What follows belongs to an exercise in optimizing a design on an open flow for a short achievable clock period and few clock cycles; a production flow would make more cautious choices.
The RTL was checked by simulation tests, not by an equivalence proof against the original design.
No activity file was given, so power comes from the tool's default toggle rates.

Setup of run A:
==> flow/design.v (excerpt) <==
module nnrv_top
(
i_clk,
i_rst,
o_imem_addr,
i_imem_data,
o_dmem_addr,
o_dmem_rd_en,
o_dmem_wr_en,
o_dmem_mask,
o_dmem_wdata,
i_dmem_rdata
);
export LEC_CHECK = 0
export ABC_CLOCK_PERIOD_IN_PS = 2500
export CAP_MARGIN = 20
export CORE_MARGIN = 2
export CORE_UTILIZATION = 30
export PLACE_DENSITY = 0.5
export SLEW_MARGIN = 20
create_clock -name core_clock -period 10.0 [get_ports {i_clk}]
standard.sh (not shown) runs the stock make flow with config.mk's settings and CLKGATE_MAP_FILE= SYNTH_SCRIPT=/design/flow/synth_recipe.tcl, a recipe that flattens the netlist after the stock synthesis.
==> flow/flow/run.sh <==
#!/bin/bash
set -euo pipefail
MARGIN=${MARGIN:-6.5}
bash standard.sh SETUP_SLACK_MARGIN=$MARGIN ADDER_MAP_FILE= finish > standard.log 2>&1
Testbench counts of run A, summed over its fixed seeds: cycles 43,654.
The inputs of run B differ from those of run A as listed below.
--- a/flow/design.v
+++ b/flow/design.v
@@ -214,23 +214,23 @@
 wire d_st = (d_op == OPC_STORE);
 wire d_opi = (d_op == OPC_OP_IMM);
 wire d_opr = (d_op == OPC_OP);
 wire d_addi = d_opi && (d_f3 == 3'b000);
 wire [31:0] imm_i = {{21{d_ins[31]}}, d_ins[30:20]};
 wire [31:0] imm_s = {{21{d_ins[31]}}, d_ins[30:25], d_ins[11:7]};
 wire [31:0] imm_b = {{20{d_ins[31]}}, d_ins[7], d_ins[30:25], d_ins[11:8], 1'b0};
 wire [31:0] imm_u = {d_ins[31:12], 12'd0};
 wire [31:0] imm_j = {{12{d_ins[31]}}, d_ins[19:12], d_ins[20], d_ins[30:21], 1'b0};
 wire d_kset = d_v && (d_lui || (d_addi && (d_rs1 == 5'd0))) && (d_rd != 5'd0);
 assign f_jr_k = d_kset && (d_rd == f_rs1);
-assign f_zk = d_v && d_addi && s1_r && (d_rd != 5'd0) && (d_rd == f_rs1);
+assign f_zk = d_v && d_addi && (d_rd != 5'd0) && (d_rd == f_rs1);
 assign d_kval = d_lui ? 10'd0 : imm_i[9:0];
 wire d_use1 = d_jalr || d_br || d_ld || d_st || d_opi || d_opr;
 wire d_use2 = d_br || d_st || d_opr;
 wire d_wen = (d_lui || d_auipc || d_jal || d_jalr || d_ld || d_opi || d_opr) && (d_rd != 5'd0);
 wire [31:0] d_pc4 = d_pc + 32'd4;
 wire [31:0] d_tj = d_pc + imm_j;
 wire [31:0] d_tb = d_pc + imm_b;
 wire [31:0] d_tgt = ({32{d_jal}} & d_tj) | ({32{!d_jal}} & d_tb);
 wire [31:0] d_jt = e_cval + imm_i;
 wire [31:0] d_succ = ({32{!d_pred}} & d_pc4) | ({32{d_pred && d_jalr}} & {d_jt[31:1], 1'b0})
                    | ({32{d_pred && d_jal}} & d_tj) | ({32{d_pred && !d_jalr && !d_jal}} & d_tb);
@@ -256,34 +256,26 @@
     s2_m <= !n2_e && n2_m;
     s1_w <= !n1_e && !n1_m && n1_w;
     s2_w <= !n2_e && !n2_m && n2_w;
     s1_r <= !n1_e && !n1_m && !n1_w;
     s2_r <= !n2_e && !n2_m && !n2_w;
 end
 wire [31:0] ld_val;
 wire [31:0] d_op1 = ({32{hit1_e}} & e_cval) | ({32{s1_m}} & m_res) | ({32{s1_w}} & w_val) | ({32{s1_r}} & d_rv1);
 wire [31:0] d_op2 = ({32{hit2_e}} & e_cval) | ({32{s2_m}} & m_res) | ({32{s2_w}} & w_val) | ({32{s2_r}} & d_rv2);
 wire [31:0] d_fv1 = (hit1_m && m_ld) ? ld_val : d_op1;
 wire [31:0] d_fv2 = (hit2_m && m_ld) ? ld_val : d_op2;
-assign d_zres = ((d_rv1 ^ imm_i) == {d_rv1[30:0] | imm_i[30:0], 1'b0});
+assign d_zres = ((d_op1 ^ imm_i) == {d_op1[30:0] | imm_i[30:0], 1'b0});
 wire ok1 = !(hit1_e && !e_cv) && !(hit1_m && m_ld);
 wire ok2 = !(hit2_e && !e_cv) && !(hit2_m && m_ld);
-wire f_use1 = (fi[6:0] == OPC_JALR) || (fi[6:0] == OPC_BRANCH) || (fi[6:0] == OPC_LOAD)
-           || (fi[6:0] == OPC_STORE) || (fi[6:0] == OPC_OP_IMM) || (fi[6:0] == OPC_OP);
-wire f_use2 = (fi[6:0] == OPC_BRANCH) || (fi[6:0] == OPC_STORE) || (fi[6:0] == OPC_OP);
-reg pre_stall;
-always @ (posedge i_clk) begin
-    pre_stall <= !stall && d_wr && d_ld
-                 && ((f_use1 && (d_rd == f_rs1)) || (f_use2 && (d_rd == f_rs2)));
-end
-assign stall = d_v && pre_stall;
+assign stall = d_v && e_ld && ((d_use1 && hit1_e) || (d_use2 && hit2_e));
 wire d_go = d_v && !stall && !x_v;
 wire d_eq = (d_op1 == d_op2);
 wire d_lt = $signed(d_op1) < $signed(d_op2);
 wire d_ltu = d_op1 < d_op2;
 reg d_cond;
 always @ * begin
     case (d_f3[2:1])
     2'b00: d_cond = d_eq;
     2'b10: d_cond = d_lt;
     default: d_cond = d_ltu;
     endcase
==> summary.txt <==
Between run B and run A, synthesized cell count is lower for run B, run A comes in above that. Between run B and run A, the sequential cell count does not differ in any meaningful way. Going from run A to run B, area after synthesis shrank slightly. Diff run B..run A | number of hold-slack violations in the final timing report | unchanged. Against run A, run B reports a worst vdd rail ir drop that is lower. Run B vs run A, critical path startpoint: s1_m vs s1_w. On post-synthesis share of cell area spent on full adders, half adders and majority gates, the lower figure sits with run A, not run B. Compared with run A, run B shows sequential cell area share higher by 0.18 points. | routed wire length | run B vs run A | ≈ equal |. Relative to run A, initial antenna violation count has decreased by 18% in run B. Total track usage: lower on run A.
Testbench counts of run B, summed over its fixed seeds: cycles 43,534.

-- port drivers added, routing unchanged --
The results above use ideal ports. As a check the final layouts listed here were re-extracted and re-timed, cells and wires unchanged.
Step 1 sets driving cells, clkbuf_16 on the clock port and buf_2 on the other inputs (assumed; they add their load-dependent delay and slew).
Step 2, shift: input delay + t, output delay - t, t = (earliest + latest rising clock arrival at the registers) / 2. This alone moves slack from input paths to output paths.
Three values: no drivers, after step 1, after step 2; two values: the first two.
run	t (ns)	setup slack, ns	worst slew at a driven data input, ns
run A	1.056	6.094 / 6.071 / 5.014	0.24
run B	1.059	6.077 / 6.045 / 4.986	0.25
After both steps every run listed still meets setup and hold. For run B, which loses most, drivers alone change the setup slack by -0.032 ns; drivers and shift together by -1.091 ns.
